Context: an optimization exercise on an open-source flow, tuned for small area, a short achievable clock period and few clock cycles. The choices shown serve that exercise and are no tape-out recipe. In this exercise RTL edits were held to simulation tests only and were not proved equivalent to the original.

[flow/design.v]
module AtanROM #(parameter DW = 16)(
	input         [2:0]    hi,
	input         [3:0]    lo,
	output        [DW-1:0] AtanValue);
	function [15:0] atan(input integer k);    
		case (k)
			0:  atan = 16'h07f5;  1:  atan = 16'h03ff;
			2:  atan = 16'h0200;  3:  atan = 16'h0100;
			4:  atan = 16'h0080;  5:  atan = 16'h0040;
			6:  atan = 16'h0020;  7:  atan = 16'h0010;
			8:  atan = 16'h0008;  9:  atan = 16'h0004;
			10: atan = 16'h0002;  default: atan = 16'h0001;
		endcase
	endfunction
	reg [15:0] v;
	integer h, l;
	always @ (*) begin
		v = 16'h0000;
		for (h = 0; h < 3; h = h + 1)
			for (l = 0; l < 4; l = l + 1)
				v = v | ({16{hi[h] & lo[l]}} & atan(4*h + l));
	end
	assign AtanValue = v;
endmodule
module Cordic #(parameter DW=16, AW=4)(
	input                  clk, rst, en,
	output                 done,
	input  signed [DW-1:0] z,
	output signed [DW-1:0] x,y);
	reg signed [15:0] X, Y;
	reg        [15:0] Z;
	reg        [2:0]  hz;        
	reg        [3:0]  lz;        
	reg               px, ny;    
	reg               first;     
	reg               busy, done_r;
	wire        [15:0] AtanValue;
	AtanROM #(.DW(16)) UUT (.hi(hz), .lo(lz), .AtanValue(AtanValue));
	wire        last  = hz[2] & lz[3];           
	wire        step  = busy & ~first & ~last;
	always @ (posedge clk, posedge rst)
		if (rst) begin
			busy   <= 1'b0;
			done_r <= 1'b0;
		end else begin
			busy   <= busy ? ~last : en;
			done_r <= busy & last;
		end
	always @ (posedge clk) begin
		first <= ~busy;
		lz <= step ? {lz[2:0], lz[3]} : 4'b0001;
		hz <= step ? (lz[3] ? {hz[1:0], hz[2]} : hz) : 3'b001;
	end
	function [12:0] shr(input [12:0] a, input [2:0] h1, input [3:0] l1);
		reg [12:0] s;
		begin
			s =   ({13{l1[0]}} & a)
			    | ({13{l1[1]}} & {{1{a[12]}}, a[12:1]})
			    | ({13{l1[2]}} & {{2{a[12]}}, a[12:2]})
			    | ({13{l1[3]}} & {{3{a[12]}}, a[12:3]});
			shr = ({13{h1[0]}} & s)
			    | ({13{h1[1]}} & {{4{s[12]}}, s[12:4]})
			    | ({13{h1[2]}} & {{8{s[12]}}, s[12:8]});
		end
	endfunction
	function [15:0] add16(input [15:0] a, input [15:0] b, input ci);
		reg [15:0] g, p, gg, pp;
		integer i, k;
		begin
			g = a & b;
			p = a ^ b;
			gg = g; pp = p;
			gg[0] = g[0] | (p[0] & ci);
			for (k = 1; k < 16; k = k * 2)
				for (i = 0; i < 16; i = i + 1)
					if (i & k) begin
						gg[i] = gg[i] | (pp[i] & gg[(i & ~(k - 1)) - 1]);
						pp[i] = pp[i] & pp[(i & ~(k - 1)) - 1];
					end
			add16 = p ^ {gg[14:0], ci};
		end
	endfunction
	wire               pz  = ~Z[15];
	wire        [15:0] yc  = Y ^ {16{px}};
	wire        [15:0] xc  = X ^ {16{ny}};
	wire        [12:0] ysh = shr(yc[15:3], hz, lz);
	wire        [12:0] xsh = shr(xc[15:3], hz, lz);
	wire        [15:0] xi  = add16(X, {{3{ysh[12]}}, ysh}, px);
	wire        [15:0] yi  = add16(Y, {{3{xsh[12]}}, xsh}, ny);
	reg         [15:0] x3, y3, k3;
	always @ (*)
		case ({~Z[15], px, ny})
			3'b000:  begin x3 = 16'h04db; y3 = 16'hc0da; k3 = 16'h5f9e; end
			3'b001:  begin x3 = 16'h2201; y3 = 16'hca90; k3 = 16'h4042; end
			3'b010:  begin x3 = 16'h3570; y3 = 16'hddfe; k3 = 16'h2446; end
			3'b011:  begin x3 = 16'h3f28; y3 = 16'hfb24; k3 = 16'h04ea; end
			3'b100:  begin x3 = 16'h3f26; y3 = 16'h04dd; k3 = 16'hfb16; end
			3'b101:  begin x3 = 16'h3570; y3 = 16'h2201; k3 = 16'hdbba; end
			3'b110:  begin x3 = 16'h2201; y3 = 16'h3570; k3 = 16'hbfbe; end
			default: begin x3 = 16'h04dd; y3 = 16'h3f26; k3 = 16'ha062; end
		endcase
	wire        [15:0] zb  = first ? k3 : AtanValue ^ {16{pz}};
	wire        [15:0] zi  = add16(Z, zb, pz & ~first);
	wire               p1  = z[15] ? (z >= 16'hcdbc) : (z >= 16'h3244);
	wire               p2  = z[15] ? (p1 ? (z >= 16'heb68) : (z >= 16'hb010))
	                               : (p1 ? (z >= 16'h4ff0) : (z >= 16'h1498));
	wire        [15:0] zn  = busy ? zi : z;
	always @ (posedge clk) begin
		X  <= first ? x3 : xi;
		Y  <= first ? y3 : yi;
		Z  <= zn;
		px <= busy ? ~zi[15] : p1;
		ny <= busy ? zi[15] : p2;
	end
	assign done = done_r;
	assign x = X;
	assign y = Y;
endmodule
[flow/flow/run.sh]
#!/bin/bash
# The standard layout with two changes: adders are left to abc as plain
# gates (no full/half adder cells, ADDER_MAP_FILE empty), and the ports are
# buffered by the smallest buffer instead of the delay cell buffer_ports
# picks by default. Synthesis is otherwise the standard one (synth_recipe.tcl:
# no fsm or share pass, flattened, function nets renamed), so the registers
# and their names are the standard synthesis's. The whole output goes to
# flow.log here; each ORFS step also keeps its own log under orfs/logs/.
set -euo pipefail
export ADDER_MAP_FILE=
export BUFFER_PORTS_ARGS="-buffer_cell sky130_fd_sc_hd__buf_1"
bash standard.sh finish > flow.log 2>&1
[flow/standard.sh]
#!/bin/bash
# synth_recipe.tcl (not shown) runs the flow's synth.tcl, then flattens the netlist and writes it again
# the make line also repeats each setting of config.mk as NAME=value (left out here)
make -C /OpenROAD-flow-scripts/flow DESIGN_CONFIG=/design/flow/config.mk WORK_HOME=/design/flow/orfs CLKGATE_MAP_FILE= SYNTH_SCRIPT=/design/flow/synth_recipe.tcl "${@:-finish}"
[flow/config.mk]
export PLATFORM = sky130hd
export DESIGN_NAME = Cordic
export DESIGN_NICKNAME = Cordic
export VERILOG_FILES = /design/flow/design.v
export SDC_FILE = /design/flow/constraint.sdc
export NUM_CORES = 4
export LEC_CHECK = 0
export ABC_AREA = 1
export CAP_MARGIN = 20
export CORE_MARGIN = 2
export CORE_UTILIZATION = 60
export SETUP_SLACK_MARGIN = 5
export SLEW_MARGIN = 20
[flow/constraint.sdc]
create_clock -name core_clock -period 8.0 [get_ports {clk}]
set_input_delay 1.6000 -clock core_clock [delete_from_list [all_inputs] [get_ports {clk}]]
set_output_delay 1.6000 -clock core_clock [all_outputs]
set_load 0.01 [all_outputs]
==> results.yml <==
setup_path:
  crit_path_top_delay_cell: "dfxtp_1"
  cpPeakStageDelay_ps: 330
  crit_fanout: 22
  path_cells: "buf_6, inv_4, nand2_1, and2_1, nand2_1, o21ai_1, nand2_1, nand3_1, xor2_1, nor2_1, nand2_1, nand2_2, nand2_2, nand2_4, nand2_1, nand2_1, nand2_1, nand2_1, nand2_1, nand2_1"
  crit_top_cell: "nand2_1"
  cp-end-kind: "flip-flop"
  required_ps: 8250
  start_kind: "flip-flop"
  crit_type: "flip-flop to flip-flop"
  crit_arrival_ps: 3020
die:
  ios: 52
  floorplan.initialDensity_pct: 61.57
  die_y_um: 103.9
  coreArea_um2: 9729
  die_w_um: 103.9
  dieArea_um2: 10800
  num_rows: 36
grt:
  antenna_found_initial: 0
  overflow: 0
  grt_pass1_wl_um: 29480
  grt_pass1_vias: 6198
  grt_usage_pct: 33.13
  grt_max_degree: 28
route:
  vias: 7000
  drt_iter0_markers: 746
  drt-total-wl_um: 17850
  drc: 0
  drt.antenna.violating_nets: 0
  avgViaCountPerCell: 5.534
  wl_per_cell_um: 14.11
  dr.pass1.iters: 5
logic_synthesis:
  yosys_warnings: 2
  synth.distinct_cells: 52
  async_flop_share_pct: 3.333
  syn-num-nets: 1112
  ys_ff_latch: 60
  syn_avg_cell_area_um2: 5.481
  ys_seq_area_share_pct: 20.22
  synth_edf_count: 0
  syn_inst: 1093
  synth_ff_type: "dfxtp_1"
  syn_area_um2: 5991
placement:
  port_buffers: 51
  postPlaceCellArea_um2: 6185
  hpwl_um: 13300
  globalplace.congestion: 1.003
clocking:
  clk_latency_ps: 370
  hold_buffers: 0
  cts.sinks: 60
  cts_buffer_depth: 2
  root_buffer: "clkbuf_8"
  cts_made_buffers: 9
  clkTransAtPathRegs_ps: 80
  h-tree-depth: 3
  cts_tree: "done"
sta:
  period_share_pct: 34.66
  tns_ps: 0
  report.final.slew_viol_count: 0
  worst_slew_pin_slew_ps: 897.7
  period_needed_ps: 2773
  worst_clock_skew_ps: 18.96
  maxSlewHeadroom_pct: 39.52
  clock.fmax_mhz: 360.6
  hold_viol_final: 0
  rsz0062_at_grt: "false"
  setup_viol_count_final: 0
layout:
  fillers: 986
  area_delta_synth_final_pct: 7.540
  layout-drive-gt1-share_pct: 7.155
  nets: 1146
  final_cell_area_um2: 6442
  num_antenna_cells: 0
job:
  maxCapViolations: 0
run_status:
  status: "timing/DRC/antenna clean"
hold_path:
  hold_path_class: "flip-flop to flip-flop"
[path summary, 6_finish.rpt]
check / cells past startpoint / end / from / slack (ps)
setup / recovery: 20 / Y[11] / ny / 5230
hold / removal: 5 / Z[1] / Z[1] / 650
setup reg to reg: 20 / Y[11] / ny / 5230
hold reg to reg: 5 / Z[1] / Z[1] / 650
max in group asynchronous: 2 / busy / rst / 6860
min in group asynchronous: 2 / done_r / rst / 1040
[critical path: cells and delay by family (launching register included)]
family          cells  cell delay [ps]
xor+xnor            1              240
compound gates      1              230
buf+inv             2              390
simple gates       16             1440
flops               1              330
[placed cells by master (no fill, tap or decap), types with 21 or more instances in the layout]
cell	n
nand2_1	391
inv_1	124
nand3_1	116
nor2_1	89
o21ai_0	54
a21oi_1	52
dfxtp_1	51
buf_1	51
xor2_1	24
o21ai_1	21
[flip-flops by register name (all words and copies together) (netlist names)]
name	count
busy	1
done_r	1
ny	1
Y	16
X	16
Z	16
first	1
hz	3
lz	4
px	1
[final cells by class]
type,count,area [µm²],share of cell area (%)
multi-input cells,862,4078,63.29
flip-flops and latches,60,1225,19.01
inverters,135,518.0,8.040
repair buffers,58,255.2,3.962
well taps,133,166.4,2.583
clock buffers,12,145.1,2.253
clock inverters,4,50.05,0.7768
repair inverters,1,5.005,0.07768
[metal layers]
metal	global-route usage (%)	up-vias	part of all wire, %
met3	4.323	44	7.7
met5	0	-	0
met2	53.76	296	45
met4	12.36	0	2.7
li1	-	3572	-
met1	45.01	3088	45
[repair_timing]
| item | 4_1_cts | 5_1_grt |
|---|---|---|
| buffers inserted | 0 | 2 |
| setup endpoints to repair | 12 | 36 |
| gates cloned | 0 | 1 |
| resized for setup | 2 | 18 |
| endpoints found under the hold margin | 0 | 0 |
[cell usage after synthesis, drive strengths merged (5+ instances only)]
library cell | count | area, µm²
a21oi | 54 | 277.8
a31oi | 5 | 31.28
and2 | 6 | 42.54
buf | 28 | 171.4
clkbuf | 8 | 30.03
dfxtp | 58 | 1161
inv | 134 | 503.0
nand2 | 407 | 1578
nand3 | 118 | 595.6
nand4 | 17 | 106.4
nor2 | 94 | 367.8
nor3 | 15 | 95.09
o21ai | 78 | 409.2
o22ai | 8 | 50.05
or2 | 5 | 31.28
xnor2 | 6 | 60.06
xor2 | 26 | 242.7
[per-stage QoR]
| step | std cells | hold WS (ps) | util (%) | setup slack, ps |
|---|---|---|---|---|
| 2_1_floorplan | 1093 | 470.9 | - | 5444 |
| 3_3_place_gp | 1246 | 627.6 | 63.57 | 4966 |
| 3_5_place_dp | 1246 | 632.0 | 63.57 | 4890 |
| 4_1_cts | 1262 | 649.9 | 65.60 | 5001 |
| 5_1_grt | 1265 | 712.6 | 66.22 | 5005 |
| 6_report | 1265 | 646.0 | 66.22 | 5227 |
[cells by family after synthesis]
kind of cell,count (synthesis),share of synthesized area (%)
AOI/OAI and AO/OA,162,15.16
xor gates and xnor gates,32,5.054
buffers and inverters,171,11.84
DFF,60,20.22
and+or+nand+nor,668,47.72
Testbench counts, summed over its fixed seeds: cycles 44,800.

[re-timing with driven ports]
In the flow no input, the clock included, has a driving cell. The finished layout below was timed again as built, in two steps. Step 1 assumes that a clkbuf_16 drives the clock port and a buf_2 every other input. Step 2 adds t to the input delays and takes it off the output delays; t is the mean of the earliest and latest rising clock arrival at the registers after step 1. Input paths then give back, and output paths get back, about the clock's delay inside the block. Three values: ideal, step 1, step 2; two values: the first two.
t, ns: 0.391
slack for setup (ns): 5.227 / 5.227 / 5.085
clock arrival spread, ns: 0.019 / 0.019
worst register clock-pin slew, ns: 0.08 / 0.08
pins driven straight from the clock port: 1
After both steps setup and hold are still met in this run. The setup slack of this run moves by 0.000 ns with the drivers and by -0.142 ns with both steps.
